This is an optimization exercise on Yosys and OpenROAD, whose aim is small area, not a production implementation. The RTL was checked by simulation tests, not by an equivalence proof against the original design. No driver is modelled on the clock port, so clock power and skew are understated where the tree is cut down; a real chip needs a root buffer or a tree. Power is estimated from default activity; no workload was simulated.

==> module arkanoid_audio, before the edit <==
module arkanoid_audio
(
	input                clk_48m,
	input                reset,       
	input          [9:0] sound_raw,   
	input                pause,
	input                vol_boost,
	output signed [15:0] sound
);
reg [8:0] div;
always @(posedge clk_48m) begin
	if(!reset)
		div <= 9'd0;
	else
		div <= div + 9'd1;
end
wire [7:0] t8 = div[7:0];
wire [3:0] mi = t8[3:0];           
wire [3:0] mk = t8[7:4];           
wire dw    = ~div[8] & (t8 >= 8'd1) & (t8 <= 8'd21);    
wire cw    = (t8 >= 8'd1) & (t8 <= 8'd12);              
wire mw    = t8[7] | t8[6];                             
wire j0    = (t8 == 8'd1);
wire jlt10 = (t8 >= 8'd1) & (t8 <= 8'd10);
wire jle10 = (t8 >= 8'd1) & (t8 <= 8'd11);
wire lpf_edge = (t8 == 8'd255);
reg vB;
always @(posedge clk_48m) begin
	if(!reset)
		vB <= 1'b0;
	else if(div == 9'd511)
		vB <= 1'b1;
end
wire vA = vB | div[8];
reg [31:0] er;      
reg [14:0] ar;      
reg [15:0] X;       
reg [14:0] S;       
reg        bsl;     
reg [10:0] y;       
reg  [2:0] dc;      
reg        mc;      
reg        cc;      
reg        sc;      
wire eE = er[10] & vB;                
wire eR = eE & jlt10;
wire ee = er[0] & vB & jlt10;         
wire eq = er[20] & vB & jle10;        
wire es = S[0] & jlt10;               
wire [2:0] dcin = j0 ? 3'd2 : dc;
wire [3:0] dsum = eE + eR + !ee + es + !eq + dcin;
always @(posedge clk_48m) begin
	dc <= dsum[3:1];
	er[30:10] <= er[31:11];
	er[8:0] <= er[9:1];
	er[9] <= dw ? dsum[0] : er[10];
	er[31] <= (dw & jlt10) ? eE : er[0];
end
wire cs = ar[0] & jlt10;
wire cq = er[20] & jle10;
wire ccin = j0 | cc;
wire xbit = cs ^ !cq ^ ccin;
wire Xo = X[0] & vB;
wire scin = !j0 & sc;
wire sbit = xbit ^ Xo ^ scin;
always @(posedge clk_48m) begin
	cc <= (cs & !cq) | (cs & ccin) | (!cq & ccin);
	sc <= (xbit & Xo) | (xbit & scin) | (Xo & scin);
	X <= {cw ? xbit : X[0], X[15:1]};
	S[14] <= cw ? sbit : S[0];
	S[13:10] <= S[14:11];
	S[9:0] <= (div == 9'd0) ? sound_raw : S[10:1];
	if(mi == 4'd15)
		bsl <= S[13];
end
reg yb;
always @(*) begin
	case(mk)
		4'd4:  yb = y[0];
		4'd5:  yb = y[1];
		4'd6:  yb = y[2];
		4'd7:  yb = y[3];
		4'd8:  yb = y[4];
		4'd9:  yb = y[5];
		4'd10: yb = y[6];
		4'd11: yb = y[7];
		4'd12: yb = y[8];
		4'd13: yb = y[9];
		default: yb = y[10];
	endcase
end
wire mg = vA & mw;
wire bs = bsl & mg;
wire by = yb & mg;
wire last = (mk == 4'd15);        
wire [15:0] cpos = (bs ? 16'd7278 : 16'd0) + (by ? 16'd18211 : 16'd0);
wire opb = cpos[mi] ^ last;
wire ma = ar[0];
wire mcin = (mi == 4'd0) ? last : mc;
wire msum = ma ^ opb ^ mcin;
wire ain = mw & ((mi == 4'd0) ? mc : msum);
always @(posedge clk_48m) begin
	mc <= (ma & opb) | (ma & mcin) | (opb & mcin);
	ar[14] <= ain;
	ar[13:12] <= ar[14:13];
	ar[11] <= !lpf_edge & ar[12];
	ar[10:1] <= lpf_edge ? sound_raw : ar[11:2];
	ar[0] <= ar[1];
	if(lpf_edge)
		y <= ar[14:4];
end
wire en = vA & !pause;
assign sound = !en ? 16'd0 : vol_boost ? {y, 5'd0} : {y[10], y, 4'd0};
endmodule
clock: 20.0 ns
lec_check: 0
abc_area: 1
cap_margin: 20
core_margin: 2
core_utilization: 70
place_density: 0.75
slew_margin: 20
standard.sh (not shown) runs the stock make flow with config.mk's settings and CLKGATE_MAP_FILE= SYNTH_SCRIPT=/design/flow/synth_recipe.tcl, a recipe that flattens the netlist after the stock synthesis.
==> flow/flow/run.sh <==
#!/bin/bash
# Own layout flow: the standard ORFS flow (standard.sh) with these changes:
#  - synthesis without the full-adder extraction step and with the ABC area
#    script in flow/abc_area.script (registers are untouched by both);
#  - port buffers are sky130_fd_sc_hd__buf_1;
#  - clock tree: instead of TritonCTS, flow/manual_cts.tcl makes
#    MANUAL_CTS_K leaf buffers driven by the clock port, one per cluster of
#    flip-flops; the rest of the CTS step (legalisation, timing repair) is kept.
# The make output goes to flow_standard.log, each ORFS step to orfs/logs/.
set -euo pipefail
cd "$(dirname "${BASH_SOURCE[0]}")/.."
K=${MANUAL_CTS_K:-3}
B=${MANUAL_CTS_BUF:-sky130_fd_sc_hd__clkbuf_16}
rm -rf scripts_custom
cp -r "$FLOW_HOME/scripts" scripts_custom
cp flow/abc_area.script scripts_custom/abc_area.script
cp flow/manual_cts.tcl scripts_custom/manual_cts.tcl
sed -i "s|^log_cmd clock_tree_synthesis {\*}\$cts_args|source \$::env(SCRIPTS_DIR)/manual_cts.tcl; manual_cts $K $B|" scripts_custom/cts.tcl
grep -q "manual_cts $K" scripts_custom/cts.tcl
export BUFFER_PORTS_ARGS="-buffer_cell sky130_fd_sc_hd__buf_1"
bash standard.sh "SCRIPTS_DIR=$PWD/scripts_custom" "ADDER_MAP_FILE=" finish > flow_standard.log 2>&1
Other scripts of this flow, unchanged in this note and not shown: flow/flow/abc_area.script, flow/flow/manual_cts.tcl
Rerun with:
--- a/flow/design.v
+++ b/flow/design.v
@@ -34,16 +34,14 @@
 wire vA = vB | div[8];
 reg [31:0] er;      
 reg [14:0] ar;      
 reg [15:0] X;       
 reg [14:0] S;       
-reg        bsl;     
+reg        sb;      
 reg [10:0] y;       
 reg  [2:0] dc;      
-reg        mc;      
 reg        cc;      
-reg        sc;      
 wire eE = er[10] & vB;                
 wire eR = eE & jlt10;
 wire ee = er[0] & vB & jlt10;         
 wire eq = er[20] & vB & jle10;        
 wire es = S[0] & jlt10;               
@@ -59,21 +57,23 @@
 wire cs = ar[0] & jlt10;
 wire cq = er[20] & jle10;
 wire ccin = j0 | cc;
 wire xbit = cs ^ !cq ^ ccin;
 wire Xo = X[0] & vB;
-wire scin = !j0 & sc;
+wire scin = !j0 & sb;
 wire sbit = xbit ^ Xo ^ scin;
 always @(posedge clk_48m) begin
-	cc <= (cs & !cq) | (cs & ccin) | (!cq & ccin);
-	sc <= (xbit & Xo) | (xbit & scin) | (Xo & scin);
+	cc <= cw ? ((cs & !cq) | (cs & ccin) | (!cq & ccin))
+	         : ((ma & opb) | (ma & mcin) | (opb & mcin));
+	if(cw)
+		sb <= (xbit & Xo) | (xbit & scin) | (Xo & scin);
+	else if(mi == 4'd15)
+		sb <= S[13];
 	X <= {cw ? xbit : X[0], X[15:1]};
 	S[14] <= cw ? sbit : S[0];
 	S[13:10] <= S[14:11];
 	S[9:0] <= (div == 9'd0) ? sound_raw : S[10:1];
-	if(mi == 4'd15)
-		bsl <= S[13];
 end
 reg yb;
 always @(*) begin
 	case(mk)
 		4'd4:  yb = y[0];
@@ -88,21 +88,20 @@
 		4'd13: yb = y[9];
 		default: yb = y[10];
 	endcase
 end
 wire mg = vA & mw;
-wire bs = bsl & mg;
+wire bs = sb & mg;
 wire by = yb & mg;
 wire last = (mk == 4'd15);        
 wire [15:0] cpos = (bs ? 16'd7278 : 16'd0) + (by ? 16'd18211 : 16'd0);
 wire opb = cpos[mi] ^ last;
 wire ma = ar[0];
-wire mcin = (mi == 4'd0) ? last : mc;
+wire mcin = (mi == 4'd0) ? last : cc;
 wire msum = ma ^ opb ^ mcin;
-wire ain = mw & ((mi == 4'd0) ? mc : msum);
+wire ain = mw & ((mi == 4'd0) ? cc : msum);
 always @(posedge clk_48m) begin
-	mc <= (ma & opb) | (ma & mcin) | (opb & mcin);
 	ar[14] <= ain;
 	ar[13:12] <= ar[14:13];
 	ar[11] <= !lpf_edge & ar[12];
 	ar[10:1] <= lpf_edge ? sound_raw : ar[11:2];
 	ar[0] <= ar[1];
Effect: The new run produced a clean layout. Routed wire length increases by about 2.4%. Setup slack got worse by 0.062 ns. Hold slack improved by 0.0059 ns. Final area barely changes. Die area decreases by 0.42%. Final cell count hardly moves. Power increases by about 6%. Global-route usage barely changes. First-iteration DRC count decreases by about 44%. Core utilization increases by 0.35 points. Clock skew decreases by 0.0059 ns.
No run of this note takes its clock network from TritonCTS; it comes from the design's own scripts or RTL.

-- what the ideal ports hide --
How much do the figures lean on ideal ports? The routed layouts below were timed once more, with nothing changed but the port constraints.
Step 1: set_driving_cell puts a clkbuf_16 on clk_48m and a buf_2 on each other input, an assumption about the parent block.
Step 2 adds t to the input delays and takes it off the output delays; t is the mean of the earliest and latest rising clock arrival at the registers after step 1. Input paths then give back, and output paths get back, about the clock's delay inside the block.
Slacks: ideal / step 1 / step 2; pairs: ideal / step 1.
run	t, ns	setup slack, ns	worst slew at a driven data input, ns	cell pins on the clock port's net
the first run	0.229	10.700 / 10.679 / 10.679	0.03	3
the second run	0.230	10.638 / 10.616 / 10.616	0.04	3
After both steps every run listed still meets setup and hold. The setup slack of the second run, which loses most, moves by -0.022 ns with the drivers and by -0.022 ns with both steps.
